This is an optimization exercise on Yosys and OpenROAD, whose aim is small area and a short achievable clock period, not a production implementation.
At most, simulation tests tie the RTL to the original design; equivalence was not proved.

== v7 ==
==> flow/design.v (excerpt) <==
module nes_cpu (
  input         clk,        
  input         b_rst,      
  input         b_nmi,      
  input         b_irq,      
  input  [7:0]  data_in,    
  output [15:0] addr,       
  output        r_bw,       
  output [7:0]  data_out    
  );
For scale: ~140 flip-flops, ~37 I/O pins, roughly 0.014 mm² of cells after synthesis.
Settings: LEC_CHECK=0, ABC_CLOCK_PERIOD_IN_PS=7000, CAP_MARGIN=20, CORE_MARGIN=2, CORE_UTILIZATION=40, SLEW_MARGIN=20; clock period 12.0 ns.
run.sh (not shown) runs the stock make flow with config.mk's settings and CLKGATE_MAP_FILE= SYNTH_SCRIPT=/design/flow/synth_recipe.tcl, a recipe that flattens the netlist after the stock synthesis.
For v10, these inputs were changed with respect to v7:
Settings: ABC_CLOCK_PERIOD_IN_PS no longer set, was 7000; SETUP_SLACK_MARGIN now 3.5, previously not set.
--- outcome ---
v7 → v10: post-cts sizing count has increased; share of the core filled with cells has increased.
Setup changes, v10 to v51
Settings: SETUP_SLACK_MARGIN: 3.5 -> 5.
Results
- v10 ended up with nand2_1 as its leading cell type in the layout, fill and taps excluded; v51 ended up with buf_4.
- v51 completed; timing, DRC and antenna clean
- Higher core utilization among v10 and v51: v51
- Compared with v10, in v51 final period utilization shows a reduction of 2.0 points; worst hold path depth shows no meaningful change.
- Run comparison: v51 top metal layer carrying routed signals met5; v10 top metal layer carrying routed signals met4
- Diff v10..v51 | synthesized instance count | unchanged
No run of this note included a check of the RTL's function; only the layout flow was run.

========
Another version of the RTL of nes_cpu (not shown whole).
Size: ~2200 cells after synthesis, about 170 flip-flops.
export LEC_CHECK = 0
export ABC_AREA = 1
export CAP_MARGIN = 20
export CORE_MARGIN = 2
export CORE_UTILIZATION = 60
export SETUP_SLACK_MARGIN = 5
export SLEW_MARGIN = 20
create_clock -name core_clock -period 12.0 [get_ports {clk}]
==> next run, changes <==
==> flow/flow/run.sh (new file) <==
#!/bin/bash
set -euo pipefail
export SETUP_SLACK_MARGIN=6.5
bash standard.sh finish > standard_flow.log 2>&1
==> flow/standard.sh (new file) <==
#!/bin/bash
# synth_recipe.tcl (not shown) runs the flow's synth.tcl, then flattens the netlist and writes it again
# the make line also repeats each setting of config.mk as NAME=value (left out here)
make -C /OpenROAD-flow-scripts/flow DESIGN_CONFIG=/design/flow/config.mk WORK_HOME=/design/flow/orfs CLKGATE_MAP_FILE= SYNTH_SCRIPT=/design/flow/synth_recipe.tcl "${@:-finish}"
CORE_UTILIZATION = 40   (was 60)
SETUP_SLACK_MARGIN = unset   (was 5)
removed: flow/run.sh
Cell count increases by 14%.
Core utilization went down by 12 points.
Via count is higher by 2.5%.
Critical path depth rose by 4.
Design area grows by about 23%.
Worst setup slack improved by 0.72 ns.
Routed wire length went up by about 16%.
Hold slack degrades by 0.0095 ns.
First-iteration DRC count falls by about 30%.
==> next run, changes <==
==> flow/run.sh (new file) <==
#!/bin/bash
# synth_recipe.tcl (not shown) runs the flow's synth.tcl, then flattens the netlist and writes it again
# the make line also repeats each setting of config.mk as NAME=value (left out here)
make -C /OpenROAD-flow-scripts/flow DESIGN_CONFIG=/design/flow/config.mk WORK_HOME=/design/flow/orfs CLKGATE_MAP_FILE= SYNTH_SCRIPT=/design/flow/synth_recipe.tcl finish
SETUP_SLACK_MARGIN = 5   (was unset)
removed: flow/flow/run.sh
removed: flow/standard.sh
The new run produced a clean layout.
Critical path depth is unchanged.
Utilization went down by 9.7 points.
Die area does not change.
Via count went down by 6.3%.
==> next run, changes <==
ABC_AREA = unset   (was 1)
- wire length rises by about a fifth
- clock-buffer cell count stays the same
- fmax falls by a few percent
- non-clock buffer count rises by 50

========
nes_cpu, a different RTL version from the one above (not shown whole).
Size: about 170 flip-flops, about 37 I/O pins, roughly 15000 um2 of cells after synthesis.
clock: 12.0 ns
lec_check: 0
cap_margin: 20
core_margin: 2
core_utilization: 40
setup_slack_margin: 3.5
slew_margin: 20
Stock flow here: none of the scripts above is used.
Edit:
SETUP_SLACK_MARGIN = 5   (was 3.5)
=> The changed run ran to the end with no violations. Final cell count rose by 2.8%. Critical path depth rose by 3. Clock skew stays flat.
Function was not checked in any run of this note: the RTL went through the layout flow alone.

========
## main
nes_cpu, a different RTL version from the one above (not shown whole).
Size: ~1700 cells after synthesis, about 160 flip-flops, ~12000 sq um of cells after synthesis.
Settings: LEC_CHECK=0, ABC_AREA=1, CAP_MARGIN=20, CORE_MARGIN=2, CORE_UTILIZATION=40, PLACE_DENSITY=0.75, SETUP_SLACK_MARGIN=5, SLEW_MARGIN=20; clock period 12.0 ns.
standard.sh (not shown) runs the stock make flow with config.mk's settings and CLKGATE_MAP_FILE= SYNTH_SCRIPT=/design/flow/synth_recipe.tcl, a recipe that flattens the netlist after the stock synthesis.
==> flow/flow/run.sh <==
#!/bin/bash
# The standard layout, with clock tree synthesis told not to add dummy
# loads (unloaded clock inverters it otherwise adds to balance the tree).
set -euo pipefail
export CTS_ARGS="-sink_clustering_enable -repair_clock_nets -dont_use_dummy_load"
bash standard.sh finish > standard_flow.log 2>&1
For the feature branch, these inputs were changed with respect to main:
- clearing PLACE_DENSITY, which used to be 0.75
- swapping 40 for 55 in CORE_UTILIZATION
Notes after the runs:
- The feature branch vs main — overall global routing resource usage rose 8.9 points.
- Changes observed in the feature branch relative to main: number of diodes went up by 1; met1 routed wirelength after detailed routing fell by about 13%; upper clock frequency limit fell by 2.0%.
- Diff the feature branch and main: final cell utilization of the core lower in main
- Comparing the feature branch and main, the higher via count is on the feature branch.
- The number of standard-cell rows in the floorplan of the feature branch is lower than that of main.

========
Starting RTL as in the previous note.
Settings: LEC_CHECK=0, ABC_AREA=1, CAP_MARGIN=20, CORE_MARGIN=2, CORE_UTILIZATION=40, SETUP_SLACK_MARGIN=5, SLEW_MARGIN=20; clock period 12.0 ns.
Scripts as last shown in full above: flow/flow/run.sh
The baseline completed with no timing, DRC or antenna violations.
Then changed:
==> flow/run.sh (new file) <==
#!/bin/bash
# synth_recipe.tcl (not shown) runs the flow's synth.tcl, then flattens the netlist and writes it again
# the make line also repeats each setting of config.mk as NAME=value (left out here)
make -C /OpenROAD-flow-scripts/flow DESIGN_CONFIG=/design/flow/config.mk WORK_HOME=/design/flow/orfs CLKGATE_MAP_FILE= SYNTH_SCRIPT=/design/flow/synth_recipe.tcl finish
- CTS_CLUSTER_DIAMETER: not set -> 60
- CTS_CLUSTER_SIZE: not set -> 20
removed: flow/flow/run.sh
removed: flow/standard.sh
First-iteration DRC count rises by about 1.7%.
Hold slack improves by 0.0039 ns.
Sequential cell count does not change.
Global-route usage climbs by 0.15 points.
Non-clock buffer count does not change.
Routed wire length is about the same.
Then changed:
- CTS_CLUSTER_DIAMETER: 60 -> not set
- CTS_CLUSTER_SIZE: 20 -> not set
Effect: Design area does not change. Count of clock-buffer cells in the layout does not change. Die area stays the same. Core utilization is unchanged. Maximum frequency does not change. Flip-flop and latch count stays the same. Global-route usage stays the same. Setup slack is unchanged.

========
the reference run:
Another version of the RTL of nes_cpu (not shown whole).
For scale: about 1800 cells after synthesis, about 12000 um2 of cells after synthesis.
==> flow/config.mk <==
export PLATFORM = sky130hd
export DESIGN_NAME = nes_cpu
export DESIGN_NICKNAME = nes_cpu
export VERILOG_FILES = /design/flow/design.v
export SDC_FILE = /design/flow/constraint.sdc
export NUM_CORES = 4
export LEC_CHECK = 0
export ABC_AREA = 1
export CAP_MARGIN = 20
export CORE_MARGIN = 2
export CORE_UTILIZATION = 40
export SETUP_SLACK_MARGIN = 5
export SLEW_MARGIN = 20
export TNS_END_PERCENT = 5
==> flow/constraint.sdc <==
create_clock -name core_clock -period 12.0 [get_ports {clk}]
set_input_delay 2.4000 -clock core_clock [delete_from_list [all_inputs] [get_ports {clk}]]
set_output_delay 2.4000 -clock core_clock [all_outputs]
set_load 0.01 [all_outputs]
run.sh (not shown) runs the stock make flow with config.mk's settings and CLKGATE_MAP_FILE= SYNTH_SCRIPT=/design/flow/synth_recipe.tcl, a recipe that flattens the netlist after the stock synthesis.
Stock flow here: none of the scripts above is used.
What the trial run does differently from the reference run at the input level:
--- a/flow/config.mk
+++ b/flow/config.mk
@@ -13,2 +13 @@
 export SLEW_MARGIN = 20
-export TNS_END_PERCENT = 5
Findings:
Looking at the reports, the reference run completed the entire flow and the layout it produced met the timing, DRC and antenna checks.
The trial run finished end to end and its layout was clean on timing, DRC and antenna.
The final routed wire length divided by cell count reported for the trial run is greater than that of the reference run by 0.57%.
Across both runs, sequential share of layout area was lower for the trial run than for the reference run.
Lower cell area was reported by the reference run, not the trial run.
Summary of the trial run over the reference run: detailed route wirelength on metal2 went up about 2%, total wirelength of the detailed-routed design went up 1.1%.
Going from the reference run to the trial run, post-synthesis to final-layout area growth rose by 3.3 points.
Ratio of cells with drive above 1 in the final layout came out higher on the trial run than on the reference run.

what the ideal ports hide:
How much do the figures lean on ideal ports? The routed layouts below were timed once more, with nothing changed but the port constraints.
Step 1: set_driving_cell puts a clkbuf_16 on clk and a buf_2 on each other input, an assumption about the parent block.
Step 2 adds t to the input delays and takes it off the output delays; t is the mean of the earliest and latest rising clock arrival at the registers after step 1. Input paths then give back, and output paths get back, about the clock's delay inside the block.
Slacks: ideal ports / drivers / drivers and shift; pairs: ideal ports / drivers.
run	shift t [ns]	slack for setup (ns)	worst setup path at the end	clock arrival spread, ns	worst slew at a driven data input, ns
v7	0.488	0.957 / 0.908 / 1.396	register to output	0.015 / 0.014	0.04
v10	0.490	3.549 / 3.499 / 3.962	register to register	0.013 / 0.013	0.04
v51	0.504	3.791 / 3.736 / 4.240	register to output	0.020 / 0.020	0.04
the first run of note 2	0.497	5.077 / 5.027 / 5.524	register to output	0.017 / 0.017	0.06
the second run of note 2	0.512	5.793 / 5.736 / 6.150	register to register	0.017 / 0.017	0.04
the third run of note 2	0.516	5.159 / 5.103 / 5.619	register to output	0.012 / 0.013	0.04
the fourth run of note 2	0.522	4.880 / 4.828 / 5.310	register to register	0.023 / 0.023	0.05
the first run of note 3	0.545	3.701 / 3.643 / 4.188	register to output	0.017 / 0.018	0.04
the second run of note 3	0.552	4.801 / 4.744 / 5.177	register to register	0.019 / 0.019	0.04
main	0.482	5.138 / 5.121 / 5.138	register to register	0.023 / 0.023	0.05
the feature branch	0.487	4.999 / 4.948 / 5.076	register to register	0.017 / 0.017	0.04
the first run of note 5	0.490	5.139 / 5.091 / 5.312	register to register	0.028 / 0.028	0.04
the second run of note 5	0.498	5.148 / 5.099 / 5.281	register to register	0.013 / 0.013	0.04
the third run of note 5	0.498	5.148 / 5.099 / 5.281	register to register	0.013 / 0.013	0.04
the reference run	0.489	4.895 / 4.843 / 5.044	register to register	0.014 / 0.015	0.04
the trial run	0.493	5.020 / 4.970 / 5.208	register to register	0.016 / 0.017	0.04
After both steps setup and hold are still met in every run listed.
